This is an optimization exercise on Yosys and OpenROAD, whose aim is small area and a short achievable clock period, not a production implementation. At most, simulation tests tie the RTL to the original design; equivalence was not proved. Function not checked in runs 1 to 3: the RTL went through the layout flow alone. Power and IR drop assume default switching activity.

### flow/run.sh
#!/bin/bash
# synth_recipe.tcl (not shown) runs the flow's synth.tcl, then flattens the netlist and writes it again
# the make line also repeats each setting of config.mk as NAME=value (left out here)
make -C /OpenROAD-flow-scripts/flow DESIGN_CONFIG=/design/flow/config.mk WORK_HOME=/design/flow/orfs CLKGATE_MAP_FILE= SYNTH_SCRIPT=/design/flow/synth_recipe.tcl finish
### flow/config.mk
export PLATFORM = sky130hd
export DESIGN_NAME = booth_recoded_multiplier
export DESIGN_NICKNAME = booth_recoded_multiplier
export VERILOG_FILES = /design/flow/design.v
export SDC_FILE = /design/flow/constraint.sdc
export NUM_CORES = 4
export LEC_CHECK = 0
export CAP_MARGIN = 20
export CORE_MARGIN = 2
export CORE_UTILIZATION = 40
export SLEW_MARGIN = 20
export SYNTH_HIERARCHICAL = 1
export SYNTH_MINIMUM_KEEP_SIZE = 0
### flow/constraint.sdc
create_clock -name core_clock -period 8.5 [get_ports {clk}]
set_input_delay 1.7000 -clock core_clock [delete_from_list [all_inputs] [get_ports {clk}]]
set_output_delay 1.7000 -clock core_clock [all_outputs]
set_load 0.01 [all_outputs]
### flow/design.v
module booth_recoded_multiplier(clk, reset, multiplicand, multiplier, prod);
  input clk, reset;
  input [11:0] multiplicand, multiplier;
  output reg [23:0] prod;
  reg [11:0] A, B;
  wire [23:0] X, Y, P;
  wire p1;
  wire p2;
  wire p3;
  wire p4;
  wire p5;
  wire p6;
  wire p7;
  wire p8;
  wire p9;
  wire p10;
  wire p11;
  wire p12;
  wire p13;
  wire p14;
  wire p15;
  wire p16;
  wire p17;
  wire p18;
  wire p19;
  wire p20;
  wire p21;
  wire p22;
  wire p23;
  wire p24;
  wire p25;
  wire p26;
  wire p27;
  wire p28;
  wire p29;
  wire p30;
  wire p31;
  wire p32;
  wire p33;
  wire p34;
  wire p35;
  wire p36;
  wire p37;
  wire p38;
  wire p39;
  wire p40;
  wire p41;
  wire p42;
  wire p43;
  wire p44;
  wire p45;
  wire p46;
  wire p47;
  wire p48;
  wire p49;
  wire p50;
  wire p51;
  wire p52;
  wire p53;
  wire p54;
  wire p55;
  wire p56;
  wire p57;
  wire p58;
  wire p59;
  wire p60;
  wire p61;
  wire p62;
  wire p63;
  wire p64;
  wire p65;
  wire p66;
  wire p67;
  wire p68;
  wire p69;
  wire p70;
  wire p71;
  wire p72;
  wire p73;
  wire p74;
  wire p75;
  wire p76;
  wire p77;
  wire p78;
  wire p79;
  wire p80;
  wire p81;
  wire p82;
  wire p83;
  wire p84;
  wire p85;
  wire p86;
  wire p87;
  wire p88;
  wire p89;
  wire p90;
  wire p91;
  wire p92;
  wire p93;
  wire p94;
  wire p95;
  wire p96;
  wire p97;
  wire p98;
  wire p99;
  wire p100;
  wire p101;
  wire p102;
  wire p103;
  wire p104;
  wire p105;
  wire p106;
  wire p107;
  wire p108;
  wire p109;
  wire p110;
  wire p111;
  wire p112;
  wire p113;
  wire p114;
  wire p115;
  wire p116;
  wire p117;
  wire p118;
  wire p119;
  wire p120;
  wire p121;
  wire p122;
  wire p123;
  wire p124;
  wire p125;
  wire p126;
  wire p127;
  wire p128;
  wire p129;
  wire p130;
  wire p131;
  wire p132;
  wire p133;
  wire p134;
  wire p135;
  wire p136;
  wire p137;
  wire p138;
  wire p139;
  wire p140;
  wire p141;
  wire p142;
  wire p143;
  wire p144;
  wire hs145;
  wire hc146;
  wire fs147;
  wire fc148;
  wire hs149;
  wire hc150;
  wire fs151;
  wire fc152;
  wire fs153;
  wire fc154;
  wire hs155;
  wire hc156;
  wire fs157;
  wire fc158;
  wire fs159;
  wire fc160;
  wire fs161;
  wire fc162;
  wire hs163;
  wire hc164;
  wire fs165;
  wire fc166;
  wire fs167;
  wire fc168;
  wire fs169;
  wire fc170;
  wire fs171;
  wire fc172;
  wire hs173;
  wire hc174;
  wire fs175;
  wire fc176;
  wire fs177;
  wire fc178;
  wire fs179;
  wire fc180;
  wire fs181;
  wire fc182;
  wire fs183;
  wire fc184;
  wire fs185;
  wire fc186;
  wire fs187;
  wire fc188;
  wire fs189;
  wire fc190;
  wire fs191;
  wire fc192;
  wire fs193;
  wire fc194;
  wire hs195;
  wire hc196;
  wire fs197;
  wire fc198;
  wire fs199;
  wire fc200;
  wire fs201;
  wire fc202;
  wire fs203;
  wire fc204;
  wire fs205;
  wire fc206;
  wire fs207;
  wire fc208;
  wire hs209;
  wire hc210;
  wire fs211;
  wire fc212;
  wire fs213;
  wire fc214;
  wire fs215;
  wire fc216;
  wire fs217;
  wire fc218;
  wire fs219;
  wire fc220;
  wire fs221;
  wire fc222;
  wire fs223;
  wire fc224;
  wire hs225;
  wire hc226;
  wire fs227;
  wire fc228;
  wire fs229;
  wire fc230;
  wire fs231;
  wire fc232;
  wire fs233;
  wire fc234;
  wire fs235;
  wire fc236;
  wire fs237;
  wire fc238;
  wire fs239;
  wire fc240;
  wire fs241;
  wire fc242;
  wire hs243;
  wire hc244;
  wire fs245;
  wire fc246;
  wire fs247;
  wire fc248;
  wire fs249;
  wire fc250;
  wire fs251;
  wire fc252;
  wire fs253;
  wire fc254;
  wire fs255;
  wire fc256;
  wire fs257;
  wire fc258;
  wire fs259;
  wire fc260;
  wire fs261;
  wire fc262;
  wire hs263;
  wire hc264;
  wire ks265;
  wire kc266;
  wire fs267;
  wire fc268;
  wire fs269;
  wire fc270;
  wire fs271;
  wire fc272;
  wire fs273;
  wire fc274;
  wire fs275;
  wire fc276;
  wire fs277;
  wire fc278;
  wire fs279;
  wire fc280;
  wire fs281;
  wire fc282;
  wire fs283;
  wire fc284;
  wire fs285;
  wire fc286;
  wire fs287;
  wire fc288;
  wire fs289;
  wire fc290;
  wire fs291;
  wire fc292;
  wire fs293;
  wire fc294;
  wire fs295;
  wire fc296;
  wire fs297;
  wire fc298;
  wire fs299;
  wire fc300;
  wire fs301;
  wire fc302;
  wire fs303;
  wire fc304;
  wire fs305;
  wire fc306;
  wire fs307;
  wire fc308;
  wire fs309;
  wire fc310;
  wire fs311;
  wire fc312;
  wire fs313;
  wire fc314;
  wire fs315;
  wire fc316;
  wire fs317;
  wire fc318;
  wire fs319;
  wire fc320;
  wire fs321;
  wire fc322;
  wire fs323;
  wire fc324;
  wire fs325;
  wire fc326;
  wire fs327;
  wire fc328;
  wire fs329;
  wire fc330;
  wire fs331;
  wire fc332;
  wire fs333;
  wire fc334;
  wire fs335;
  wire fc336;
  wire fs337;
  wire fc338;
  wire fs339;
  wire fc340;
  wire fs341;
  wire fc342;
  wire fs343;
  wire fc344;
  wire fs345;
  wire fc346;
  wire fs347;
  wire fc348;
  wire fs349;
  wire fc350;
  wire fs351;
  wire fc352;
  wire fs353;
  wire fc354;
  wire fs355;
  wire fc356;
  wire fs357;
  wire fc358;
  wire fs359;
  wire fc360;
  wire fs361;
  wire fc362;
  wire fs363;
  wire fc364;
  wire fs365;
  wire fc366;
  wire fs367;
  wire fc368;
  wire fs369;
  wire fc370;
  wire fs371;
  wire fc372;
  wire fs373;
  wire fc374;
  assign p1 = ~(A[0] & B[0]);
  assign p2 = ~(A[0] & B[1]);
  assign p3 = ~(A[0] & B[2]);
  assign p4 = ~(A[0] & B[3]);
  assign p5 = ~(A[0] & B[4]);
  assign p6 = ~(A[0] & B[5]);
  assign p7 = ~(A[0] & B[6]);
  assign p8 = ~(A[0] & B[7]);
  assign p9 = ~(A[0] & B[8]);
  assign p10 = ~(A[0] & B[9]);
  assign p11 = ~(A[0] & B[10]);
  assign p12 = (A[0] & B[11]);
  assign p13 = ~(A[1] & B[0]);
  assign p14 = ~(A[1] & B[1]);
  assign p15 = ~(A[1] & B[2]);
  assign p16 = ~(A[1] & B[3]);
  assign p17 = ~(A[1] & B[4]);
  assign p18 = ~(A[1] & B[5]);
  assign p19 = ~(A[1] & B[6]);
  assign p20 = ~(A[1] & B[7]);
  assign p21 = ~(A[1] & B[8]);
  assign p22 = ~(A[1] & B[9]);
  assign p23 = ~(A[1] & B[10]);
  assign p24 = (A[1] & B[11]);
  assign p25 = ~(A[2] & B[0]);
  assign p26 = ~(A[2] & B[1]);
  assign p27 = ~(A[2] & B[2]);
  assign p28 = ~(A[2] & B[3]);
  assign p29 = ~(A[2] & B[4]);
  assign p30 = ~(A[2] & B[5]);
  assign p31 = ~(A[2] & B[6]);
  assign p32 = ~(A[2] & B[7]);
  assign p33 = ~(A[2] & B[8]);
  assign p34 = ~(A[2] & B[9]);
  assign p35 = ~(A[2] & B[10]);
  assign p36 = (A[2] & B[11]);
  assign p37 = ~(A[3] & B[0]);
  assign p38 = ~(A[3] & B[1]);
  assign p39 = ~(A[3] & B[2]);
  assign p40 = ~(A[3] & B[3]);
  assign p41 = ~(A[3] & B[4]);
  assign p42 = ~(A[3] & B[5]);
  assign p43 = ~(A[3] & B[6]);
  assign p44 = ~(A[3] & B[7]);
  assign p45 = ~(A[3] & B[8]);
  assign p46 = ~(A[3] & B[9]);
  assign p47 = ~(A[3] & B[10]);
  assign p48 = (A[3] & B[11]);
  assign p49 = ~(A[4] & B[0]);
  assign p50 = ~(A[4] & B[1]);
  assign p51 = ~(A[4] & B[2]);
  assign p52 = ~(A[4] & B[3]);
  assign p53 = ~(A[4] & B[4]);
  assign p54 = ~(A[4] & B[5]);
  assign p55 = ~(A[4] & B[6]);
  assign p56 = ~(A[4] & B[7]);
  assign p57 = ~(A[4] & B[8]);
  assign p58 = ~(A[4] & B[9]);
  assign p59 = ~(A[4] & B[10]);
  assign p60 = (A[4] & B[11]);
  assign p61 = ~(A[5] & B[0]);
  assign p62 = ~(A[5] & B[1]);
  assign p63 = ~(A[5] & B[2]);
  assign p64 = ~(A[5] & B[3]);
  assign p65 = ~(A[5] & B[4]);
  assign p66 = ~(A[5] & B[5]);
  assign p67 = ~(A[5] & B[6]);
  assign p68 = ~(A[5] & B[7]);
  assign p69 = ~(A[5] & B[8]);
  assign p70 = ~(A[5] & B[9]);
  assign p71 = ~(A[5] & B[10]);
  assign p72 = (A[5] & B[11]);
  assign p73 = ~(A[6] & B[0]);
  assign p74 = ~(A[6] & B[1]);
  assign p75 = ~(A[6] & B[2]);
  assign p76 = ~(A[6] & B[3]);
  assign p77 = ~(A[6] & B[4]);
  assign p78 = ~(A[6] & B[5]);
  assign p79 = ~(A[6] & B[6]);
  assign p80 = ~(A[6] & B[7]);
  assign p81 = ~(A[6] & B[8]);
  assign p82 = ~(A[6] & B[9]);
  assign p83 = ~(A[6] & B[10]);
  assign p84 = (A[6] & B[11]);
  assign p85 = ~(A[7] & B[0]);
  assign p86 = ~(A[7] & B[1]);
  assign p87 = ~(A[7] & B[2]);
  assign p88 = ~(A[7] & B[3]);
  assign p89 = ~(A[7] & B[4]);
  assign p90 = ~(A[7] & B[5]);
  assign p91 = ~(A[7] & B[6]);
  assign p92 = ~(A[7] & B[7]);
  assign p93 = ~(A[7] & B[8]);
  assign p94 = ~(A[7] & B[9]);
  assign p95 = ~(A[7] & B[10]);
  assign p96 = (A[7] & B[11]);
  assign p97 = ~(A[8] & B[0]);
  assign p98 = ~(A[8] & B[1]);
  assign p99 = ~(A[8] & B[2]);
  assign p100 = ~(A[8] & B[3]);
  assign p101 = ~(A[8] & B[4]);
  assign p102 = ~(A[8] & B[5]);
  assign p103 = ~(A[8] & B[6]);
  assign p104 = ~(A[8] & B[7]);
  assign p105 = ~(A[8] & B[8]);
  assign p106 = ~(A[8] & B[9]);
  assign p107 = ~(A[8] & B[10]);
  assign p108 = (A[8] & B[11]);
  assign p109 = ~(A[9] & B[0]);
  assign p110 = ~(A[9] & B[1]);
  assign p111 = ~(A[9] & B[2]);
  assign p112 = ~(A[9] & B[3]);
  assign p113 = ~(A[9] & B[4]);
  assign p114 = ~(A[9] & B[5]);
  assign p115 = ~(A[9] & B[6]);
  assign p116 = ~(A[9] & B[7]);
  assign p117 = ~(A[9] & B[8]);
  assign p118 = ~(A[9] & B[9]);
  assign p119 = ~(A[9] & B[10]);
  assign p120 = (A[9] & B[11]);
  assign p121 = ~(A[10] & B[0]);
  assign p122 = ~(A[10] & B[1]);
  assign p123 = ~(A[10] & B[2]);
  assign p124 = ~(A[10] & B[3]);
  assign p125 = ~(A[10] & B[4]);
  assign p126 = ~(A[10] & B[5]);
  assign p127 = ~(A[10] & B[6]);
  assign p128 = ~(A[10] & B[7]);
  assign p129 = ~(A[10] & B[8]);
  assign p130 = ~(A[10] & B[9]);
  assign p131 = ~(A[10] & B[10]);
  assign p132 = (A[10] & B[11]);
  assign p133 = (A[11] & B[0]);
  assign p134 = (A[11] & B[1]);
  assign p135 = (A[11] & B[2]);
  assign p136 = (A[11] & B[3]);
  assign p137 = (A[11] & B[4]);
  assign p138 = (A[11] & B[5]);
  assign p139 = (A[11] & B[6]);
  assign p140 = (A[11] & B[7]);
  assign p141 = (A[11] & B[8]);
  assign p142 = (A[11] & B[9]);
  assign p143 = (A[11] & B[10]);
  assign p144 = ~(A[11] & B[11]);
  assign hs145 = ~(p2 ^ p13);
  assign hc146 = p2 | p13;
  fa ufs147 (.a(p3), .b(p14), .ci(p25), .s(fs147), .co(fc148));
  assign hs149 = ~(hc146 ^ fs147);
  assign hc150 = hc146 | fs147;
  fa ufs151 (.a(p4), .b(p15), .ci(p26), .s(fs151), .co(fc152));
  fa ufs153 (.a(p37), .b(fc148), .ci(fs151), .s(fs153), .co(fc154));
  assign hs155 = ~(hc150 ^ fs153);
  assign hc156 = hc150 | fs153;
  fa ufs157 (.a(p5), .b(p16), .ci(p27), .s(fs157), .co(fc158));
  fa ufs159 (.a(p38), .b(p49), .ci(fc152), .s(fs159), .co(fc160));
  fa ufs161 (.a(fs157), .b(fc154), .ci(fs159), .s(fs161), .co(fc162));
  assign hs163 = ~(hc156 ^ fs161);
  assign hc164 = hc156 | fs161;
  fa ufs165 (.a(p6), .b(p17), .ci(p28), .s(fs165), .co(fc166));
  fa ufs167 (.a(p39), .b(p50), .ci(p61), .s(fs167), .co(fc168));
  fa ufs169 (.a(fc158), .b(fs165), .ci(fs167), .s(fs169), .co(fc170));
  fa ufs171 (.a(fc160), .b(fs169), .ci(fc162), .s(fs171), .co(fc172));
  assign hs173 = ~(hc164 ^ fs171);
  assign hc174 = hc164 | fs171;
  fa ufs175 (.a(p7), .b(p18), .ci(p29), .s(fs175), .co(fc176));
  fa ufs177 (.a(p40), .b(p51), .ci(p62), .s(fs177), .co(fc178));
  fa ufs179 (.a(p73), .b(fc166), .ci(fc168), .s(fs179), .co(fc180));
  fa ufs181 (.a(fs175), .b(fs177), .ci(fc170), .s(fs181), .co(fc182));
  fa ufs183 (.a(fs179), .b(fs181), .ci(fc172), .s(fs183), .co(fc184));
  fa ufs185 (.a(p8), .b(p19), .ci(p30), .s(fs185), .co(fc186));
  fa ufs187 (.a(p41), .b(p52), .ci(p63), .s(fs187), .co(fc188));
  fa ufs189 (.a(p74), .b(p85), .ci(fc176), .s(fs189), .co(fc190));
  fa ufs191 (.a(fc178), .b(fs185), .ci(fs187), .s(fs191), .co(fc192));
  fa ufs193 (.a(fc180), .b(fs189), .ci(fs191), .s(fs193), .co(fc194));
  assign hs195 = ~(fc182 ^ fs193);
  assign hc196 = fc182 | fs193;
  fa ufs197 (.a(p9), .b(p20), .ci(p31), .s(fs197), .co(fc198));
  fa ufs199 (.a(p42), .b(p53), .ci(p64), .s(fs199), .co(fc200));
  fa ufs201 (.a(p75), .b(p86), .ci(p97), .s(fs201), .co(fc202));
  fa ufs203 (.a(fc186), .b(fc188), .ci(fs197), .s(fs203), .co(fc204));
  fa ufs205 (.a(fs199), .b(fs201), .ci(fc190), .s(fs205), .co(fc206));
  fa ufs207 (.a(fc192), .b(fs203), .ci(fs205), .s(fs207), .co(fc208));
  assign hs209 = ~(fc194 ^ hc196);
  assign hc210 = fc194 | hc196;
  fa ufs211 (.a(p10), .b(p21), .ci(p32), .s(fs211), .co(fc212));
  fa ufs213 (.a(p43), .b(p54), .ci(p65), .s(fs213), .co(fc214));
  fa ufs215 (.a(p76), .b(p87), .ci(p98), .s(fs215), .co(fc216));
  fa ufs217 (.a(p109), .b(fc198), .ci(fc200), .s(fs217), .co(fc218));
  fa ufs219 (.a(fc202), .b(fs211), .ci(fs213), .s(fs219), .co(fc220));
  fa ufs221 (.a(fs215), .b(fc204), .ci(fs217), .s(fs221), .co(fc222));
  fa ufs223 (.a(fs219), .b(fc206), .ci(fs221), .s(fs223), .co(fc224));
  assign hs225 = ~(fc208 ^ fs223);
  assign hc226 = fc208 | fs223;
  fa ufs227 (.a(p11), .b(p22), .ci(p33), .s(fs227), .co(fc228));
  fa ufs229 (.a(p44), .b(p55), .ci(p66), .s(fs229), .co(fc230));
  fa ufs231 (.a(p77), .b(p88), .ci(p99), .s(fs231), .co(fc232));
  fa ufs233 (.a(p110), .b(p121), .ci(fc212), .s(fs233), .co(fc234));
  fa ufs235 (.a(fc214), .b(fc216), .ci(fs227), .s(fs235), .co(fc236));
  fa ufs237 (.a(fs229), .b(fs231), .ci(fc218), .s(fs237), .co(fc238));
  fa ufs239 (.a(fc220), .b(fs233), .ci(fs235), .s(fs239), .co(fc240));
  fa ufs241 (.a(fs237), .b(fc222), .ci(fs239), .s(fs241), .co(fc242));
  assign hs243 = ~(fc224 ^ fs241);
  assign hc244 = fc224 | fs241;
  fa ufs245 (.a(p12), .b(p23), .ci(p34), .s(fs245), .co(fc246));
  fa ufs247 (.a(p45), .b(p56), .ci(p67), .s(fs247), .co(fc248));
  fa ufs249 (.a(p78), .b(p89), .ci(p100), .s(fs249), .co(fc250));
  fa ufs251 (.a(p111), .b(p122), .ci(p133), .s(fs251), .co(fc252));
  fa ufs253 (.a(fc228), .b(fc230), .ci(fc232), .s(fs253), .co(fc254));
  fa ufs255 (.a(fs245), .b(fs247), .ci(fs249), .s(fs255), .co(fc256));
  fa ufs257 (.a(fs251), .b(fc234), .ci(fc236), .s(fs257), .co(fc258));
  fa ufs259 (.a(fs253), .b(fs255), .ci(fc238), .s(fs259), .co(fc260));
  fa ufs261 (.a(fs257), .b(fc240), .ci(fs259), .s(fs261), .co(fc262));
  assign hs263 = ~(fc242 ^ hc244);
  assign hc264 = fc242 | hc244;
  ha uks265 (.a(p24), .b(p35), .s(ks265), .c(kc266));
  fa ufs267 (.a(p46), .b(p57), .ci(p68), .s(fs267), .co(fc268));
  fa ufs269 (.a(p79), .b(p90), .ci(p101), .s(fs269), .co(fc270));
  fa ufs271 (.a(p112), .b(p123), .ci(p134), .s(fs271), .co(fc272));
  fa ufs273 (.a(ks265), .b(fc246), .ci(fc248), .s(fs273), .co(fc274));
  fa ufs275 (.a(fc250), .b(fc252), .ci(fs267), .s(fs275), .co(fc276));
  fa ufs277 (.a(fs269), .b(fs271), .ci(fc254), .s(fs277), .co(fc278));
  fa ufs279 (.a(fc256), .b(fs273), .ci(fs275), .s(fs279), .co(fc280));
  fa ufs281 (.a(fc258), .b(fs277), .ci(fs279), .s(fs281), .co(fc282));
  fa ufs283 (.a(fc260), .b(fs281), .ci(fc262), .s(fs283), .co(fc284));
  fa ufs285 (.a(p36), .b(p47), .ci(p58), .s(fs285), .co(fc286));
  fa ufs287 (.a(p69), .b(p80), .ci(p91), .s(fs287), .co(fc288));
  fa ufs289 (.a(p102), .b(p113), .ci(p124), .s(fs289), .co(fc290));
  fa ufs291 (.a(p135), .b(kc266), .ci(fc268), .s(fs291), .co(fc292));
  fa ufs293 (.a(fc270), .b(fc272), .ci(fs285), .s(fs293), .co(fc294));
  fa ufs295 (.a(fs287), .b(fs289), .ci(fc274), .s(fs295), .co(fc296));
  fa ufs297 (.a(fc276), .b(fs291), .ci(fs293), .s(fs297), .co(fc298));
  fa ufs299 (.a(fc278), .b(fs295), .ci(fc280), .s(fs299), .co(fc300));
  fa ufs301 (.a(fs297), .b(fc282), .ci(fs299), .s(fs301), .co(fc302));
  fa ufs303 (.a(p48), .b(p59), .ci(p70), .s(fs303), .co(fc304));
  fa ufs305 (.a(p81), .b(p92), .ci(p103), .s(fs305), .co(fc306));
  fa ufs307 (.a(p114), .b(p125), .ci(p136), .s(fs307), .co(fc308));
  fa ufs309 (.a(fc286), .b(fc288), .ci(fc290), .s(fs309), .co(fc310));
  fa ufs311 (.a(fs303), .b(fs305), .ci(fs307), .s(fs311), .co(fc312));
  fa ufs313 (.a(fc292), .b(fc294), .ci(fs309), .s(fs313), .co(fc314));
  fa ufs315 (.a(fs311), .b(fc296), .ci(fc298), .s(fs315), .co(fc316));
  fa ufs317 (.a(fs313), .b(fc300), .ci(fs315), .s(fs317), .co(fc318));
  fa ufs319 (.a(p60), .b(p71), .ci(p82), .s(fs319), .co(fc320));
  fa ufs321 (.a(p93), .b(p104), .ci(p115), .s(fs321), .co(fc322));
  fa ufs323 (.a(p126), .b(p137), .ci(fc304), .s(fs323), .co(fc324));
  fa ufs325 (.a(fc306), .b(fc308), .ci(fs319), .s(fs325), .co(fc326));
  fa ufs327 (.a(fs321), .b(fc310), .ci(fc312), .s(fs327), .co(fc328));
  fa ufs329 (.a(fs323), .b(fs325), .ci(fc314), .s(fs329), .co(fc330));
  fa ufs331 (.a(fs327), .b(fc316), .ci(fs329), .s(fs331), .co(fc332));
  fa ufs333 (.a(p72), .b(p83), .ci(p94), .s(fs333), .co(fc334));
  fa ufs335 (.a(p105), .b(p116), .ci(p127), .s(fs335), .co(fc336));
  fa ufs337 (.a(p138), .b(fc320), .ci(fc322), .s(fs337), .co(fc338));
  fa ufs339 (.a(fs333), .b(fs335), .ci(fc324), .s(fs339), .co(fc340));
  fa ufs341 (.a(fc326), .b(fs337), .ci(fc328), .s(fs341), .co(fc342));
  fa ufs343 (.a(fs339), .b(fc330), .ci(fs341), .s(fs343), .co(fc344));
  fa ufs345 (.a(p84), .b(p95), .ci(p106), .s(fs345), .co(fc346));
  fa ufs347 (.a(p117), .b(p128), .ci(p139), .s(fs347), .co(fc348));
  fa ufs349 (.a(fc334), .b(fc336), .ci(fs345), .s(fs349), .co(fc350));
  fa ufs351 (.a(fs347), .b(fc338), .ci(fs349), .s(fs351), .co(fc352));
  fa ufs353 (.a(fc340), .b(fs351), .ci(fc342), .s(fs353), .co(fc354));
  fa ufs355 (.a(p96), .b(p107), .ci(p118), .s(fs355), .co(fc356));
  fa ufs357 (.a(p129), .b(p140), .ci(fc346), .s(fs357), .co(fc358));
  fa ufs359 (.a(fc348), .b(fs355), .ci(fc350), .s(fs359), .co(fc360));
  fa ufs361 (.a(fs357), .b(fs359), .ci(fc352), .s(fs361), .co(fc362));
  fa ufs363 (.a(p108), .b(p119), .ci(p130), .s(fs363), .co(fc364));
  fa ufs365 (.a(p141), .b(fc356), .ci(fs363), .s(fs365), .co(fc366));
  fa ufs367 (.a(fc358), .b(fs365), .ci(fc360), .s(fs367), .co(fc368));
  fa ufs369 (.a(p120), .b(p131), .ci(p142), .s(fs369), .co(fc370));
  fa ufs371 (.a(fc364), .b(fs369), .ci(fc366), .s(fs371), .co(fc372));
  fa ufs373 (.a(p132), .b(p143), .ci(fc370), .s(fs373), .co(fc374));
  assign X = {1'b1, p144, fc372, fc368, fc362, fc354, fc344, fc332, fc318, fc302, fc284, hc264, fs261, hc226, hc210, fs207, fc184, hc174, hs173, hs163, hs155, hs149, hs145, p1};
  assign Y = {1'b1, fc374, fs373, fs371, fs367, fs361, fs353, fs343, fs331, fs317, fs301, fs283, hs263, hs243, hs225, hs209, hs195, fs183, 1'b1, 1'b1, 1'b1, 1'b1, 1'b1, 1'b1};
  assign P = (~(X + Y + 24'd1)) ^ 24'h800000;
  always @(posedge clk or posedge reset)
    if (reset) begin A <= 12'd0; B <= 12'd0; prod <= 24'd0; end
    else begin A <= multiplicand; B <= multiplier; prod <= P; end
endmodule
module fa(input a, input b, input ci, output s, output co);
  assign s = a ^ b ^ ci;
  assign co = (a & b) | (ci & (a ^ b));
endmodule
module ha(input a, input b, output s, output c);
  assign s = a ^ b;
  assign c = a & b;
endmodule
==> impl_metrics.yaml, run 1 <==
synth:
  syn-instance-count: 466
  ys_warns: 7
  synthFlopType: "dfrtp_1"
  ys_top_cells_by_count: "129 x nand2_1, 105 x fa_1, 48 x dfrtp_1, 28 x ha_1, 25 x and2_1"
  synth_seq_cells: 48
  cell_accounting_for_the_most_synthesized_area: "fa_1"
  synth-edff-count: 0
  synth_nets: 625
  yosys.area.top_type_share: 0.417
  netlist_top_cells_area: "fa_1 42%, dfrtp_1 24%, nand2_1 9.6%, ha_1 6.9%, and2_1 3.1%"
  synthesis.area_per_instance_um2: 10.8
  synth.most_common_cell: "nand2_1"
  yosysUniqueCellTypes: 34
  postSynth.asyncResetShare: 1.00
  synth_sequential_area_ratio: 0.238
  synth.cell_area_um2: 5040
global_routing:
  grt_pass1_vias: 3483
  pin_count_of_the_biggest_net_entering_global_routing: 49
  grt_util_met2: 0.293
  grt_usage: 0.171
  grt_pass1_wl_um: 17300
  grt.overflow.total: 0
  met1_usage: 0.215
  antenna_violations_before_repair: 0
  met3_usage: 0.0368
  busiest_layer: "met2"
placed_design:
  detailedPlacementHpwl_um: 8250
  placed_cells_incl_taps: 663
  place.gp.congestion: 0.877
  numPortBuffers: 49
final_layout:
  flow.area_growth_from_synthesis_pct: 15.2
  post_layout_nonfiller_instances: 671
  drive_gt1_frac: 0.0401
  final_antenna_diode_count: 0
  final_stage_net_count: 657
flow_run:
  drv.max_cap_violation_count: 0
floorplan:
  num_rows: 41
  floorplan.die.width_um: 116
  floorplan.die.height_um: 116
  floorplan.initialDensity: 0.404
  die_outline_area_um2: 13500
  core-area_um2: 12500
  io_pins: 50
clock_network:
  htree_num_levels: 2
  tritoncts: "done"
  post_cts_hold_buffer_count: 0
  cts.root.buffer_cell: "clkbuf_16"
  clock-sinks: 48
  clkTransAtPathRegs_ns: 0.07
  postCtsSetupBuffers: 0
  cts-buffers-inserted: 5
  clockBufferDepth: 2
  post_cts_resize_count: 0
  worst_skew_pair.late_latency_ns: 0.31
sta:
  hold_viol_final: 0
  setup_repair_after_global_routing_missed_its_margin: "false"
  finalSetupViolations: 0
  fin_worst_skew_ns: 0.00577
  fmax_mhz: 207
  report.final.slew_viol_count: 0
  worst_pin_slew_ns: 0.851
  finalWorstPathRequiredPeriod_ns: 4.82
  slew-limit-headroom: 0.432
  fin_crit_sh: 0.568
  timing.setup.tns_ns: 0
worst_setup_path:
  crit_path_cell_trace: "nand2_1 > fa_1 > fa_1 > fa_1 > fa_1 > fa_1 > inv_1 > ha_1 > fa_1 > nand2b_1 > a21oi_2 > o211ai_1 > o31ai_1 > a21oi_1 > xor2_1"
  worstPathArrival_ns: 5.01
  critical_path.most_common_cell: "fa_1"
  startpoint_type_of_the_worst_setup_path: "flop"
  crit_path_max_incr_delay_ns: 0.62
  worst_setup_path_end_kind: "flop"
  biggest_fanout_along_the_worst_timing_path: 12
  cpMaxStageDelayCell: "dfrtp_1"
  criticalPathCategory: "flop to flop"
  path_delay_family: "adder cells"
  crit_required_ns: 8.69
  path_buf_inv: 1
route:
  antenna_violating_nets_post_route: 0
  routed_wire_length_per_instance_um: 15.9
  route.vias.total: 3359
  drt_iter0_markers: 105
  post-route-drc-count: 0
  avgViaCountPerCell: 5.01
  drtPass1Iterations: 4
  detail_route.wirelength_um: 10600
outcome:
  status: "no timing/DRC/antenna violations"
power:
  power_per_cell_area_nw_per_um2: 405
  power.static_leakage_nw: 2.36
  vdd.ir_drop.worst_mv: 0.259
min_path:
  holdCritPathClass: "flop to flop"
-- state kept, by name, summed over array words and instances, names as in the netlist --
name and cells:
prod 24, B 12, A 12
-- kinds of logic after synthesis --
kind of cell             share of synthesized area
AO/OA/AOI/OAI                               0.0640
flip-flops                                   0.238
adder cells (fa/ha/maj)                      0.486
buffers and inverters                       0.0357
AND/OR/NAND/NOR                              0.151
XOR/XNOR                                    0.0243
-- path summary, 6_finish.rpt --
path	slack [ns]	startpoint	endpoint	depth (start not counted)
hold reg to reg	0.74	A[0]	prod[0]	1
setup reg to reg	3.68	B[2]	prod[20]	15
setup / recovery	3.68	B[2]	prod[20]	15
max in group asynchronous	6.13	reset	A[4]	2
min in group asynchronous	1.87	reset	prod[6]	2
hold / removal	0.74	A[0]	prod[0]	1
-- metrics by stage --
| stage | worst slack [ns] | util | hold WS [ns] | power, W | instance area, um^2 |
|---|---|---|---|---|---|
| global placement | 3.72 | 0.454 | 0.738 | 0.00215 | 5660 |
| global route | 3.41 | 0.466 | 0.791 | 0.00261 | 5810 |
| finish | 3.68 | 0.466 | 0.743 | 0.00235 | 5810 |
| floorplan | 3.98 | - | 0.471 | 0.00173 | 5040 |
| CTS | 3.67 | 0.466 | 0.752 | 0.00238 | 5800 |
| detailed placement | 3.69 | 0.454 | 0.742 | 0.00216 | 5660 |
-- final cells by class --
type | count | area [um^2]
tap | 172 | 215
clock buffer | 5 | 125
fill | 1152 | 6660
sequential | 48 | 1200
timing repair buffer | 49 | 490
inverter | 24 | 91.3
clock inverter | 3 | 22.5
multi-input combinational | 370 | 3660
-- cells in the final DEF (no fill, tap or decap), types with 6 or more instances in the layout --
cell / instances
nand2_1: 129
fa_1: 105
clkdlybuf4s50_1: 49
dfrtp_1: 48
ha_1: 28
and2_1: 25
inv_1: 23
a21oi_1: 12
nor2_1: 9
xor2_1: 9
o21ai_0: 7
a21o_1: 6
a21oi_2: 6
-- Yosys stat by module (local to each module, per instance) --
module                    flip-flops and latches  times used
booth_recoded_multiplier                      48           1
fa                                             0         104
ha                                             0           1
-- routing by layer --
| layer | vias to the layer above | routed length, um |
|---|---|---|
| met3 | 17 | 547 |
| li1 | 1514 | - |
| met2 | 92 | 5580 |
| met1 | 1736 | 4310 |
| met4 | 0 | 208 |
| met5 | - | 0 |
-- power by group --
| part | internal, W | leakage, nW | total, W | switching (W) |
|---|---|---|---|---|
| Clock | 0.000110 | 0.0742 | 0.000205 | 0.0000945 |
| Combinational | 0.000812 | 1.73 | 0.00179 | 0.000980 |
| Sequential | 0.000316 | 0.562 | 0.000354 | 0.0000376 |
| Total | 0.00124 | 2.36 | 0.00235 | 0.00111 |
==> inputs of run 2 (changes only) <==
--- a/flow/config.mk
+++ b/flow/config.mk
@@ -9,3 +9,4 @@
 export CORE_MARGIN = 2
-export CORE_UTILIZATION = 40
+export CORE_UTILIZATION = 60
+export SETUP_SLACK_MARGIN = 4.0
 export SLEW_MARGIN = 20
==> impl_metrics.yaml, run 2 <==
outcome:
  status: "no timing/DRC/antenna violations"
route:
  met3WireLength_um: 845
  post-route-drc-count: 0
  maxUsedRoutingLayer: "met4"
  drtPass1Iterations: 5
  drt_iter0_markers: 223
  route.met2.wl_um: 6930
  drt-met1-wl_um: 4820
  route.vias.total: 3916
  antenna_violating_nets_post_route: 0
  routed_wire_length_per_instance_um: 19.1
  detail_route.wirelength_um: 13100
  avgViaCountPerCell: 5.73
global_routing:
  pin_count_of_the_biggest_net_entering_global_routing: 49
  grt_pass1_vias: 3946
  antenna_violations_before_repair: 0
  grt.overflow.total: 0
  grt_usage: 0.281
  grt_pass1_wl_um: 18700
synth:
  synth-edff-count: 0
  syn-instance-count: 466
  synth.cell_area_um2: 5040
  yosys.area.top_type_share: 0.417
  synthFlopType: "dfrtp_1"
  synth_sequential_area_ratio: 0.238
  synth_nets: 625
  ys_top_cells_by_count: "129 x nand2_1, 105 x fa_1, 48 x dfrtp_1, 28 x ha_1, 25 x and2_1"
  ys_warns: 7
  netlist_top_cells_area: "fa_1 42%, dfrtp_1 24%, nand2_1 9.6%, ha_1 6.9%, and2_1 3.1%"
  postSynth.asyncResetShare: 1.00
  cell_accounting_for_the_most_synthesized_area: "fa_1"
  synthesis.area_per_instance_um2: 10.8
  synth.most_common_cell: "nand2_1"
  synth_seq_cells: 48
  yosysUniqueCellTypes: 34
power:
  vdd.ir_drop.worst_mv: 0.410
  power_per_cell_area_nw_per_um2: 427
  power.static_leakage_nw: 2.73
worst_setup_path:
  crit_path_max_incr_delay_ns: 0.61
  worstPathArrival_ns: 4.66
  startpoint_type_of_the_worst_setup_path: "flop"
  ff2ff_path_depth: 13
  crit_required_ns: 8.67
  crit_path_cell_trace: "nand2_2 > fa_1 > fa_1 > fa_1 > fa_1 > fa_1 > ha_4 > a21o_1 > a21oi_2 > nand3b_1 > o21ai_4 > or3_1 > nand4_1"
  biggest_fanout_along_the_worst_timing_path: 6
  criticalPathCategory: "flop to flop"
  cpMaxStageDelayCell: "fa_1"
  critical_path.most_common_cell: "fa_1"
  worst_setup_path_end_kind: "flop"
final_layout:
  largest_register_ffs: 24
  most-common-layout-cells: "120 x nand2_1, 84 x fa_1, 66 x buf_4, 49 x clkdlybuf4s50_1, 25 x and2_1"
  final_antenna_diode_count: 0
  largest-register: "prod"
  drive_gt1_frac: 0.304
  flow.area_growth_from_synthesis_pct: 31.7
  most_common_library_cell_in_the_layout_ignoring_fill_and_taps: "nand2_1"
  final_stage_net_count: 737
  reg_top3: "prod x24, A x12, B x12"
clock_network:
  clock-sinks: 48
  post_cts_hold_buffer_count: 0
  tritoncts: "done"
  clkTransAtPathRegs_ns: 0.09
  cts.root.buffer_cell: "clkbuf_8"
  clockBufferDepth: 2
  cts-buffers-inserted: 5
  worst_skew_pair.late_latency_ns: 0.30
  htree_num_levels: 2
sta:
  report.final.slew_viol_count: 0
  fin_worst_skew_ns: 0.00520
  setup_repair_after_global_routing_missed_its_margin: "true"
  hold_viol_final: 0
  fin_crit_sh: 0.528
  worst_pin_slew_ns: 0.884
  finalHoldWorstSlack_ns: 0.602
  finalWorstPathRequiredPeriod_ns: 4.49
  slew-limit-headroom: 0.410
  timing.setup.tns_ns: 0
  finalSetupViolations: 0
  fmax_mhz: 223
  fin_ws_ns: 4.01
floorplan:
  floorplan.die.height_um: 95.7
  io_pins: 50
  num_rows: 33
  floorplan.initialDensity: 0.617
  core-area_um2: 8180
  die_outline_area_um2: 9150
  floorplan.die.width_um: 95.7
placed_design:
  detailedPlacementHpwl_um: 8140
  pre_cts_slack_ns: 3.62
  place.gp.congestion: 0.896
  numPortBuffers: 49
min_path:
  holdCritPathClass: "flop to flop"
  timing.hold.worst_path_depth: 1
flow_run:
  drv.max_cap_violation_count: 0
## run 2: cell counts after synthesis
Identical to the previous run, type by type.
## run 2: final cells by class
type                            count  area (um^2)
Clock buffer                        8         90.1
Inverter                           24         91.3
Tap cell                          105          131
Multi-Input combinational cell    370         3920
Timing Repair Buffer              129         1180
Fill cell                         476         1540
Sequential cell                    48         1230
## run 2: per-module statistics from Yosys, one instance, submodules excluded
module,flops+latches,copies in the design,area (um^2),cells
fa,0,104,20.0,1
booth_recoded_multiplier,48,1,2950,361
ha,0,1,12.5,1
## run 2: metrics by stage
step                total power, W  area (um^2)   util  std cells
floorplan                  0.00173         5040      -        466
global placement           0.00214         5570  0.682        596
detailed placement         0.00216         5570  0.682        596
CTS                        0.00252         6180  0.756        654
global route               0.00308         6640  0.812        684
finish                     0.00284         6640  0.812        684
## run 2: final timing paths
| path | start | to | slack (ns) |
|---|---|---|---|
| hold / removal | A[0] | prod[0] | 0.60 |
| max in group asynchronous | reset | B[8] | 6.05 |
| setup / recovery | B[9] | prod[21] | 4.01 |
| hold reg to reg | A[0] | prod[0] | 0.60 |
| min in group asynchronous | reset | prod[8] | 1.88 |
| setup reg to reg | B[9] | prod[21] | 4.01 |
## run 2: logic make-up after synthesis
family	count (synthesis)	share of synthesized area
AND/OR/NAND/NOR	177	0.151
flip-flops	48	0.238
AO/OA/AOI/OAI	46	0.0640
buffers and inverters	48	0.0357
adder cells (fa/ha/maj)	133	0.486
XOR/XNOR	14	0.0243
## run 2: where the power goes
group,switching [W],leakage (nW),internal [W]
Sequential,0.0000270,0.538,0.000318
Combinational,0.00119,2.15,0.00115
Clock,0.0000773,0.0455,0.0000666
Total,0.00130,2.73,0.00154
## run 2: routing by layer
layer	GRT usage	up-vias
li1	-	1679
met1	0.352	1992
met2	0.492	196
met3	0.0498	49
met4	0.0952	0
met5	0	-
## run 2: worst max-delay path, delay by kind of cell, from the launching register on
| kind | cells | cell delay (ns) |
|---|---|---|
| AO/OA/AOI/OAI | 3 | 0.54 |
| flip-flops | 1 | 0.50 |
| adder cells (fa/ha/maj) | 6 | 2.87 |
| AND/OR/NAND/NOR | 4 | 0.46 |
## run 2: repair_timing
item / CTS / global route
setup buffers: 50 / 30
setup endpoints to repair: 10 / 10
pin swaps: 18 / 29
resized for setup: 41 / 54
==> inputs of run 3 (changes only) <==
==> flow/flow/run.sh (new file) <==
#!/bin/bash
# Standard layout, with each port buffered by the smallest buffer instead of the default.
set -euo pipefail
export BUFFER_PORTS_ARGS="-buffer_cell sky130_fd_sc_hd__buf_1"
bash standard.sh > flow_make.log 2>&1
==> flow/standard.sh (new file) <==
#!/bin/bash
# synth_recipe.tcl (not shown) runs the flow's synth.tcl, then flattens the netlist and writes it again
# the make line also repeats each setting of config.mk as NAME=value (left out here)
make -C /OpenROAD-flow-scripts/flow DESIGN_CONFIG=/design/flow/config.mk WORK_HOME=/design/flow/orfs CLKGATE_MAP_FILE= SYNTH_SCRIPT=/design/flow/synth_recipe.tcl "${@:-finish}"
--- a/flow/config.mk
+++ b/flow/config.mk
@@ -9,4 +9,3 @@
 export CORE_MARGIN = 2
-export CORE_UTILIZATION = 60
-export SETUP_SLACK_MARGIN = 4.0
+export CORE_UTILIZATION = 70
 export SLEW_MARGIN = 20
removed: flow/run.sh
==> impl_metrics.yaml, run 3 <==
final_layout:
  fillCellCount: 463
  final_antenna_diode_count: 0
  final_stage_net_count: 657
  reg_top3: "prod x24, A x12, B x12"
  drive_gt1_frac: 0.0381
  largest_register_ffs: 24
  most-common-layout-cells: "129 x nand2_1, 105 x fa_1, 49 x buf_1, 48 x dfrtp_1, 28 x ha_1"
  postLayoutCoreUtil: 0.781
  flow.area_growth_from_synthesis_pct: 6.40
  most_common_library_cell_in_the_layout_ignoring_fill_and_taps: "nand2_1"
  largest-register: "prod"
floorplan:
  core-area_um2: 6870
  num_rows: 30
  floorplan.die.height_um: 88.9
  die_outline_area_um2: 7900
  floorplan.die.width_um: 88.9
  io_pins: 50
  floorplan.initialDensity: 0.734
route:
  antenna_violating_nets_post_route: 0
  route.vias.total: 3491
  routed_wire_length_per_instance_um: 17.7
  drtPass1Iterations: 6
  detail_route.wirelength_um: 10500
  drt_iter0_markers: 273
  post-route-drc-count: 0
  avgViaCountPerCell: 5.87
power:
  power.static_leakage_nw: 2.21
  vdd.ir_drop.worst_mv: 0.336
  power_per_cell_area_nw_per_um2: 420
clock_network:
  post_cts_resize_count: 0
  htree_num_levels: 2
  cts.root.buffer_cell: "clkbuf_8"
  cts-buffers-inserted: 5
  postCtsSetupBuffers: 0
  worst_skew_pair.late_latency_ns: 0.30
  clock-sinks: 48
  post_cts_hold_buffer_count: 0
  clockBufferDepth: 2
  tritoncts: "done"
  clkTransAtPathRegs_ns: 0.09
sta:
  fin_crit_sh: 0.573
  fin_worst_skew_ns: 0.00757
  finalSetupViolations: 0
  timing.setup.tns_ns: 0
  worst_pin_slew_ns: 0.829
  setup_repair_after_global_routing_missed_its_margin: "false"
  finalWorstPathRequiredPeriod_ns: 4.87
  hold_viol_final: 0
  report.final.slew_viol_count: 0
  fmax_mhz: 205
  slew-limit-headroom: 0.447
synth:
  synth_sequential_area_ratio: 0.238
  synth.most_common_cell: "nand2_1"
  ys_warns: 7
  syn-instance-count: 466
  synth-simple-area-share: 0.151
  yosys.area.top_type_share: 0.417
  synth.cell_area_um2: 5040
  ys_top_cells_by_count: "129 x nand2_1, 105 x fa_1, 48 x dfrtp_1, 28 x ha_1, 25 x and2_1"
  post_synthesis_xor_xnor_area_fraction: 0.0243
  synth_nets: 625
  synthesized_area_fraction_occupied_by_ao_oa_aoi_and_oai_cells: 0.0640
  postSynth.asyncResetShare: 1.00
  yosysUniqueCellTypes: 34
  synth-adder-area-share: 0.486
  synth-edff-count: 0
  cell_accounting_for_the_most_synthesized_area: "fa_1"
  netlist_top_cells_area: "fa_1 42%, dfrtp_1 24%, nand2_1 9.6%, ha_1 6.9%, and2_1 3.1%"
  synth.mux.area_fraction: 0
  synth_seq_cells: 48
  dominant_combinational_cell_family_by_area_after_synthesis: "adder cells"
  synthFlopType: "dfrtp_1"
  synthesis.area_per_instance_um2: 10.8
worst_setup_path:
  cpMaxStageDelayCell: "dfrtp_1"
  criticalPathCategory: "flop to flop"
  ff2ff_setup_slack_ns: 3.63
  startpoint_type_of_the_worst_setup_path: "flop"
  worstPathArrival_ns: 5.05
  worst_setup_path_end_kind: "flop"
  path_buf_inv: 0
  crit_required_ns: 8.68
  crit_path_max_incr_delay_ns: 0.68
  ff2ff_path_depth: 14
  biggest_fanout_along_the_worst_timing_path: 12
  crit_path_cell_trace: "nand2_1 > fa_1 > fa_1 > fa_1 > fa_1 > fa_1 > fa_1 > ha_1 > a21o_1 > a21oi_1 > nand3b_1 > o21ai_2 > o21ai_1 > xnor2_1"
  critical_path.most_common_cell: "fa_1"
  cp.depth: 14
  path_delay_family: "adder cells"
global_routing:
  pin_count_of_the_biggest_net_entering_global_routing: 49
  grt_pass1_wl_um: 16900
  grt_pass1_vias: 3643
  grt.overflow.total: 0
  grt_usage: 0.288
  antenna_violations_before_repair: 0
min_path:
  timing.hold.worst_path_depth: 1
  holdCritPathClass: "flop to flop"
placed_design:
  numPortBuffers: 49
  place.gp.congestion: 0.881
  detailedPlacementHpwl_um: 8130
outcome:
  status: "no timing/DRC/antenna violations"
flow_run:
  drv.max_cap_violation_count: 0
==> run 3: cell types whose count changed in the layout (fill, tap and decap cells not counted), moves of 21 or more <==
cell / previous run / this run
fa_2: 21 / 0
fa_1: 84 / 105
clkdlybuf4s50_1: 49 / 0
dfrtp_2: 24 / 0
buf_4: 66 / 0
dfrtp_1: 24 / 48
buf_1: 0 / 49
==> run 3: worst paths after layout <==
kind,from,endpoint
min in group asynchronous,reset,prod[9]
hold / removal,A[0],prod[0]
hold reg to reg,A[0],prod[0]
setup reg to reg,B[5],prod[19]
setup / recovery,B[5],prod[19]
max in group asynchronous,reset,prod[0]
==> run 3: power by group <==
group / internal (W) / switching (W)
Sequential: 0.000316 / 0.0000376
Combinational: 0.000742 / 0.000995
Clock: 0.0000874 / 0.0000767
==> run 3: cell families after synthesis <==
group	Yosys count
AND/OR/NAND/NOR	177
adder cells (fa/ha/maj)	133
buffers and inverters	48
flip-flops	48
AO/OA/AOI/OAI	46
XOR/XNOR	14
==> run 3: per-layer routing <==
layer | vias up | track usage | wire length (um)
met5 | - | 0 | 0
met2 | 179 | 0.499 | 5580
met4 | 0 | 0.0813 | 230
met3 | 29 | 0.0448 | 707
met1 | 1768 | 0.381 | 4000
li1 | 1515 | - | -
==> run 3: metrics by stage <==
stage          setup WS, ns  hold WS [ns]  power [W]  std cells  instance area, um^2
3_3_place_gp           3.77         0.769    0.00204        587                 5260
6_report               3.63         0.781    0.00225        595                 5360
5_1_grt                3.37         0.798    0.00249        595                 5360
2_1_floorplan          3.98         0.471    0.00173        466                 5040
4_1_cts                3.66         0.784    0.00226        595                 5360
3_5_place_dp           3.67         0.771    0.00209        587                 5260
==> run 3: area by class of cell <==
cell class                      instances  area, um^2  share of cell area
Sequential cell                        48        1200               0.224
Multi-Input combinational cell        370        3660               0.682
Tap cell                               96         120              0.0224
Clock inverter                          2        35.0             0.00653
Inverter                               24        91.3              0.0170
Clock buffer                            6        72.6              0.0135
Timing Repair Buffer                   49         184              0.0343
==> run 3: per-module statistics from Yosys, one instance, submodules excluded <==
module | flops+latches | cells inside | times used
booth_recoded_multiplier | 48 | 361 | 1
fa | 0 | 1 | 104
ha | 0 | 1 | 1
==> inputs of run 4 (changes only) <==
--- a/flow/design.v
+++ b/flow/design.v
@@ -653,4 +653,6 @@
   always @(posedge clk or posedge reset)
-    if (reset) begin A <= 12'd0; B <= 12'd0; prod <= 24'd0; end
-    else begin A <= multiplicand; B <= multiplier; prod <= P; end
+    if (reset) begin A <= 12'd0; prod <= 24'd0; end
+    else begin A <= multiplicand; prod <= P; end
+  always @(posedge clk)
+    B <= multiplier;
 endmodule
==> flow/flow/run.sh (replaced) <==
#!/bin/bash
# Standard layout, with each port buffered by the smallest buffer, and no dummy clock loads.
set -euo pipefail
export BUFFER_PORTS_ARGS="-buffer_cell sky130_fd_sc_hd__buf_1"
export CTS_ARGS="-sink_clustering_enable -repair_clock_nets -dont_use_dummy_load"
bash standard.sh > flow_make.log 2>&1
==> impl_metrics.yaml, run 4 <==
global_routing:
  grt_usage: 0.308
  grt.overflow.total: 0
  pin_count_of_the_biggest_net_entering_global_routing: 37
  grt_pass1_wl_um: 17700
  grt_pass1_vias: 3882
  antenna_violations_before_repair: 0
clock_network:
  cts-buffers-inserted: 5
  htree_num_levels: 2
  clockBufferDepth: 2
  cts.root.buffer_cell: "clkbuf_8"
  clock-sinks: 48
  postCtsSetupBuffers: 0
  post_cts_hold_buffer_count: 0
  clkTransAtPathRegs_ns: 0.08
  post_cts_resize_count: 0
  worst_skew_pair.late_latency_ns: 0.30
  tritoncts: "done"
synth:
  synth.most_common_cell: "nand2_1"
  synth.cell_area_um2: 4980
  synthesis.area_per_instance_um2: 10.7
  yosysUniqueCellTypes: 35
  synth_sequential_area_ratio: 0.229
  synth_nets: 625
  synth-edff-count: 0
  cell_accounting_for_the_most_synthesized_area: "fa_1"
  ys_top_cells_by_count: "129 x nand2_1, 105 x fa_1, 36 x dfrtp_1, 28 x ha_1, 25 x and2_1"
  synth_seq_cells: 48
  synthFlopType: "dfrtp_1"
  postSynth.asyncResetShare: 0.750
  yosys.area.top_type_share: 0.422
  syn-instance-count: 466
  netlist_top_cells_area: "fa_1 42%, dfrtp_1 18%, nand2_1 9.7%, ha_1 7.0%, dfxtp_1 4.8%"
  ys_warns: 7
route:
  detail_route.wirelength_um: 10700
  antenna_violating_nets_post_route: 0
  avgViaCountPerCell: 5.87
  routed_wire_length_per_instance_um: 18.0
  post-route-drc-count: 0
  drtPass1Iterations: 5
  drt_iter0_markers: 207
  route.vias.total: 3480
power:
  design_power_total_w: 0.00222
  power_per_cell_area_nw_per_um2: 420
  vdd.ir_drop.worst_mv: 0.352
  internal_power_w: 0.00111
  seqPwrFrac: 0.159
  switching_share: 0.497
  comb_power_share: 0.785
  p_sw_w: 0.00110
  clkPwrFrac: 0.056
  power.static_leakage_nw: 2.16
sta:
  fin_worst_skew_ns: 0.0106
  slew-limit-headroom: 0.602
  finalSetupViolations: 0
  fmax_mhz: 203
  report.final.slew_viol_count: 0
  timing.setup.tns_ns: 0
  setup_repair_after_global_routing_missed_its_margin: "false"
  finalHoldWorstSlack_ns: 0.699
  hold_viol_final: 0
  fin_crit_sh: 0.580
  worst_pin_slew_ns: 0.596
  finalWorstPathRequiredPeriod_ns: 4.93
worst_setup_path:
  critical_path.most_common_cell: "fa_1"
  worstPathArrival_ns: 5.10
  path_delay_family: "adder cells"
  worst_setup_path_end_kind: "flop"
  biggest_fanout_along_the_worst_timing_path: 12
  crit_path_cell_trace: "nand2_1 > fa_1 > fa_1 > fa_1 > fa_1 > fa_1 > ha_1 > a21o_1 > a21oi_1 > nand3b_1 > o21ai_2 > or3_1 > nand4_1"
  crit_path_max_incr_delay_ns: 0.70
  criticalPathCategory: "flop to flop"
  path_buf_inv: 0
  cpMaxStageDelayCell: "dfxtp_1"
  crit_required_ns: 8.67
  startpoint_type_of_the_worst_setup_path: "flop"
final_layout:
  largest-register: "prod"
  most_common_library_cell_in_the_layout_ignoring_fill_and_taps: "nand2_1"
  fillCellCount: 495
  most-common-layout-cells: "129 x nand2_1, 105 x fa_1, 49 x buf_1, 36 x dfrtp_1, 28 x ha_1"
  drive_gt1_frac: 0.0342
  flow.area_growth_from_synthesis_pct: 5.83
  reg_top3: "prod x24, A x12, B x12"
  final_antenna_diode_count: 0
  largest_register_ffs: 24
  final_stage_net_count: 658
  stdcell_area_um2: 5270
placed_design:
  placed_cell_area_um2: 5200
  detailedPlacementHpwl_um: 8040
  place.gp.congestion: 0.851
  numPortBuffers: 49
flow_run:
  drv.max_cap_violation_count: 0
floorplan:
  core-area_um2: 6830
  die_outline_area_um2: 7810
  num_rows: 30
  io_pins: 50
  floorplan.die.height_um: 88.4
  floorplan.initialDensity: 0.729
  floorplan.die.width_um: 88.4
min_path:
  holdCritPathClass: "flop to flop"
outcome:
  status: "no timing/DRC/antenna violations"
-- run 4: cell count changes in the layout (fill, tap and decap cells not counted) --
| cell | delta |
|---|---|
| dfrtp_1 | -12 |
| dfxtp_1 | +12 |
| clkinv_2 | -2 |
| buf_4 | +1 |
| bufinv_16 | -1 |
| clkbuf_1 | -1 |
| inv_1 | +1 |
-- run 4: cells by family (layout without fill, tap and decap cells) --
kind of cell             count (synthesis)  count (layout)  synth area share
AO/OA/AOI/OAI                           46              46            0.0648
XOR/XNOR                                14              14            0.0246
flip-flops                              48              48             0.229
buffers and inverters                   48              79            0.0362
adder cells (fa/ha/maj)                133             133             0.492
AND/OR/NAND/NOR                        177             177             0.153
-- run 4: layout make-up --
type	count	area [um^2]	area share
multi-input combinational	370	3660	0.694
timing repair buffer	50	191	0.0363
tap	96	120	0.0228
sequential	48	1140	0.216
clock buffer	5	68.8	0.0131
inverter	24	90.1	0.0171
-- run 4: path summary, 6_finish.rpt --
| check | start | end | slack, ns | cells past startpoint |
|---|---|---|---|---|
| worst max-delay path | B[7] | prod[21] | 3.57 | 13 |
| worst min register to register | B[0] | prod[0] | 0.70 | 1 |
| worst max register to register | B[7] | prod[21] | 3.57 | 13 |
| worst min-delay path | B[0] | prod[0] | 0.70 | 1 |
| max in group asynchronous | reset | A[10] | 6.70 | 3 |
| min in group asynchronous | reset | prod[8] | 1.46 | 3 |
-- run 4: metrics by stage --
| stage | util | instances | setup WS [ns] |
|---|---|---|---|
| after floorplan | - | 466 | 3.99 |
| after global placement | 0.762 | 588 | 3.68 |
| after detailed placement | 0.762 | 588 | 3.66 |
| after CTS | 0.772 | 593 | 3.61 |
| after global routing | 0.772 | 593 | 3.31 |
| final | 0.772 | 593 | 3.57 |
-- run 4: modules after synthesis, one instance, submodules excluded --
module                    area [um^2]  cells
ha                               12.5      1
booth_recoded_multiplier         2890    361
fa                               20.0      1
-- run 4: per-layer routing --
layer	vias to the layer above	GRT usage	wire, um
met5	-	0	0
met4	0	0.153	386
met3	34	0.0513	663
met2	171	0.522	5480
met1	1767	0.388	4160
li1	1508	-	-
-- run 4: power by group through the flow --
stage	combinational, W	clock, W	sequential (W)
finish	0.00174	0.000125	0.000352
global route	0.00196	0.000135	0.000361
CTS	0.00174	0.000128	0.000352
detailed placement	0.00173	0	0.000356
global placement	0.00169	0	0.000356
floorplan	0.00137	0	0.000365
==> inputs of run 5 (changes only) <==
--- a/flow/config.mk
+++ b/flow/config.mk
@@ -10,2 +10,3 @@
 export CORE_UTILIZATION = 70
+export SETUP_SLACK_MARGIN = 3.7
 export SLEW_MARGIN = 20
==> impl_metrics.yaml, run 5 <==
final_layout:
  largest_register_ffs: 24
  final_antenna_diode_count: 0
  final_stage_net_count: 675
  most_common_library_cell_in_the_layout_ignoring_fill_and_taps: "nand2_1"
  most-common-layout-cells: "129 x nand2_1, 102 x fa_1, 49 x buf_1, 26 x ha_1"
  largest-register: "prod"
  reg_top3: "prod x24, A x12, B x12"
  flow.area_growth_from_synthesis_pct: 9.72
  drive_gt1_frac: 0.126
  stdcell_area_um2: 5470
floorplan:
  io_pins: 50
  core-area_um2: 6830
  die_outline_area_um2: 7810
  floorplan.initialDensity: 0.729
  floorplan.die.height_um: 88.4
  num_rows: 30
  floorplan.die.width_um: 88.4
worst_setup_path:
  path_buf_inv: 1
  cpMaxStageDelayCell: "fa_1"
  ff2ff_setup_slack_ns: 3.86
  worst_setup_path_end_kind: "flop"
  crit_path_max_incr_delay_ns: 0.56
  ff2ff_path_depth: 14
  criticalPathCategory: "flop to flop"
  crit-reg2reg-launch: "A[1]"
  critical_path.most_common_cell: "fa_1"
  crit_path_cell_trace: "buf_2 > and2_1 > ha_1 > fa_1 > fa_1 > fa_1 > fa_1 > ha_2 > a21o_1 > a21oi_2 > nand3b_1 > o21ai_2 > or3_1 > nand4_1"
  worstPathArrival_ns: 4.82
  path_delay_family: "adder cells"
  startpoint_type_of_the_worst_setup_path: "flop"
  crit_required_ns: 8.68
  cp.depth: 14
  critical_path.reg2reg.endpoint: "prod[21]"
  biggest_fanout_along_the_worst_timing_path: 7
clock_network:
  tritoncts: "done"
  cts.root.buffer_cell: "clkbuf_8"
  worst_skew_pair.late_latency_ns: 0.31
  cts-buffers-inserted: 5
  htree_num_levels: 2
  clkTransAtPathRegs_ns: 0.08
  post_cts_hold_buffer_count: 0
  clock-sinks: 48
  clockBufferDepth: 2
min_path:
  hp-start: "B[0]"
  holdCritPathClass: "flop to flop"
  timing.hold.worst_path_depth: 1
  min_delay_worst_endpoint: "prod[0]"
route:
  drt_iter0_markers: 344
  routed_wire_length_per_instance_um: 18.6
  detail_route.wirelength_um: 11400
  avgViaCountPerCell: 5.79
  drtPass1Iterations: 4
  antenna_violating_nets_post_route: 0
  post-route-drc-count: 0
  route.vias.total: 3534
synth:
  synth.most_common_cell: "nand2_1"
  ys_top_cells_by_count: "129 x nand2_1, 105 x fa_1, 36 x dfrtp_1, 28 x ha_1, 25 x and2_1"
  netlist_top_cells_area: "fa_1 42%, dfrtp_1 18%, nand2_1 9.7%, ha_1 7.0%, dfxtp_1 4.8%"
  yosys.area.top_type_share: 0.422
  yosysUniqueCellTypes: 35
  synthesis.area_per_instance_um2: 10.7
  synth.cell_area_um2: 4980
  synthFlopType: "dfrtp_1"
  postSynth.asyncResetShare: 0.750
  cell_accounting_for_the_most_synthesized_area: "fa_1"
  synth-edff-count: 0
  syn-instance-count: 466
  synth_sequential_area_ratio: 0.229
  synth_nets: 625
  synth_seq_cells: 48
  ys_warns: 7
global_routing:
  grt_pass1_vias: 3885
  pin_count_of_the_biggest_net_entering_global_routing: 37
  grt.overflow.total: 0
  grt_pass1_wl_um: 17700
  antenna_violations_before_repair: 0
  grt_usage: 0.307
placed_design:
  place.gp.congestion: 0.851
  detailedPlacementHpwl_um: 8040
  numPortBuffers: 49
  placed_cell_area_um2: 5200
outcome:
  status: "no timing/DRC/antenna violations"
sta:
  finalHoldWorstSlack_ns: 0.611
  hold_viol_final: 0
  fin_crit_sh: 0.545
  finalSetupViolations: 0
  report.final.slew_viol_count: 0
  slew-limit-headroom: 0.680
  fmax_mhz: 216
  setup_repair_after_global_routing_missed_its_margin: "false"
  fin_worst_skew_ns: 0.00965
  timing.setup.tns_ns: 0
  worst_pin_slew_ns: 0.480
  finalWorstPathRequiredPeriod_ns: 4.64
power:
  vdd.ir_drop.worst_mv: 0.355
  power.static_leakage_nw: 2.23
  power_per_cell_area_nw_per_um2: 417
flow_run:
  drv.max_cap_violation_count: 0
[run 5: layout make-up]
| class | instances | area (um^2) |
|---|---|---|
| well taps | 96 | 120 |
| inverters | 24 | 90.1 |
| multi-input cells | 370 | 3680 |
| fillers | 453 | 1370 |
| flip-flops and latches | 48 | 1190 |
| clock buffers | 5 | 68.8 |
| repair buffers | 67 | 312 |
[run 5: timing repair]
item                                    CTS  global route
pin swaps                                 0             4
resized for setup                        12            28
buffers inserted                          0            17
endpoints found under the hold margin     0             0
endpoints found under the setup margin    4             9
[run 5: cell families after synthesis]
logic type / Yosys count / share of synthesized area
AOI/OAI and AO/OA: 46 / 0.0648
xor gates and xnor gates: 14 / 0.0246
adders and majority gates: 133 / 0.492
buffers and inverters: 48 / 0.0362
DFF: 48 / 0.229
and+or+nand+nor: 177 / 0.153
[run 5: per-stage QoR]
step / instances / total power, W / worst slack [ns] / utilization
finish: 610 / 0.00228 / 3.86 / 0.800
global placement: 588 / 0.00204 / 3.68 / 0.762
global route: 610 / 0.00251 / 3.69 / 0.800
floorplan: 466 / 0.00173 / 3.99 / -
CTS: 593 / 0.00222 / 3.71 / 0.774
detailed placement: 588 / 0.00209 / 3.66 / 0.762
[run 5: worst max path at each step]
stage / from / end / slack (ns)
5_1_grt: A[1] / prod[20] / 3.69
2_1_floorplan: B[8] / prod[19] / 3.99
3_3_place_gp: B[5] / prod[21] / 3.68
3_5_place_dp: B[3] / prod[20] / 3.66
4_1_cts: A[2] / prod[20] / 3.71
6_report: A[1] / prod[21] / 3.86
[run 5: power by group]
group	internal (W)	leakage [nW]	total, W	switching (W)
Clock	0.0000531	0.0359	0.000125	0.0000719
Combinational	0.000778	1.68	0.00180	0.00102
Sequential	0.000315	0.515	0.000350	0.0000348
[run 5: modules after synthesis, one instance, submodules excluded]
module	cells	area, um^2	times used
booth_recoded_multiplier	361	2890	1
ha	1	12.5	1
fa	1	20.0	104
[run 5: metal layers]
metal | wire (um) | track usage | vias to the layer above
li1 | - | - | 1543
met1 | 4160 | 0.387 | 1766
met2 | 5970 | 0.522 | 192
met3 | 868 | 0.0513 | 33
met4 | 359 | 0.147 | 0
met5 | 0 | 0 | -

-- port drivers added, routing unchanged --
The results above use ideal ports. As a check the final layouts listed here were re-extracted and re-timed, cells and wires unchanged.
Step 1: set_driving_cell puts a clkbuf_16 on clk and a buf_2 on each other input, an assumption about the parent block.
Step 2 moves the port delays by t, midway between the first and last clock arrival at a register: inputs arrive t later, outputs are due t later. That takes back most of the time a late clock gives input paths.
Three values: no drivers, after step 1, after step 2; two values: the first two.
| run | t, ns | setup slack, ns | worst slew at a driven data input, ns |
|---|---|---|---|
| run 1 | 0.342 | 3.676 / 3.676 / 3.676 | 0.03 |
| run 2 | 0.335 | 4.014 / 4.014 / 4.014 | 0.03 |
| run 3 | 0.329 | 3.632 / 3.632 / 3.632 | 0.03 |
| run 4 | 0.332 | 3.570 / 3.570 / 3.570 | 0.05 |
| run 5 | 0.341 | 3.865 / 3.865 / 3.865 | 0.05 |
After both steps setup and hold are still met in every run listed.
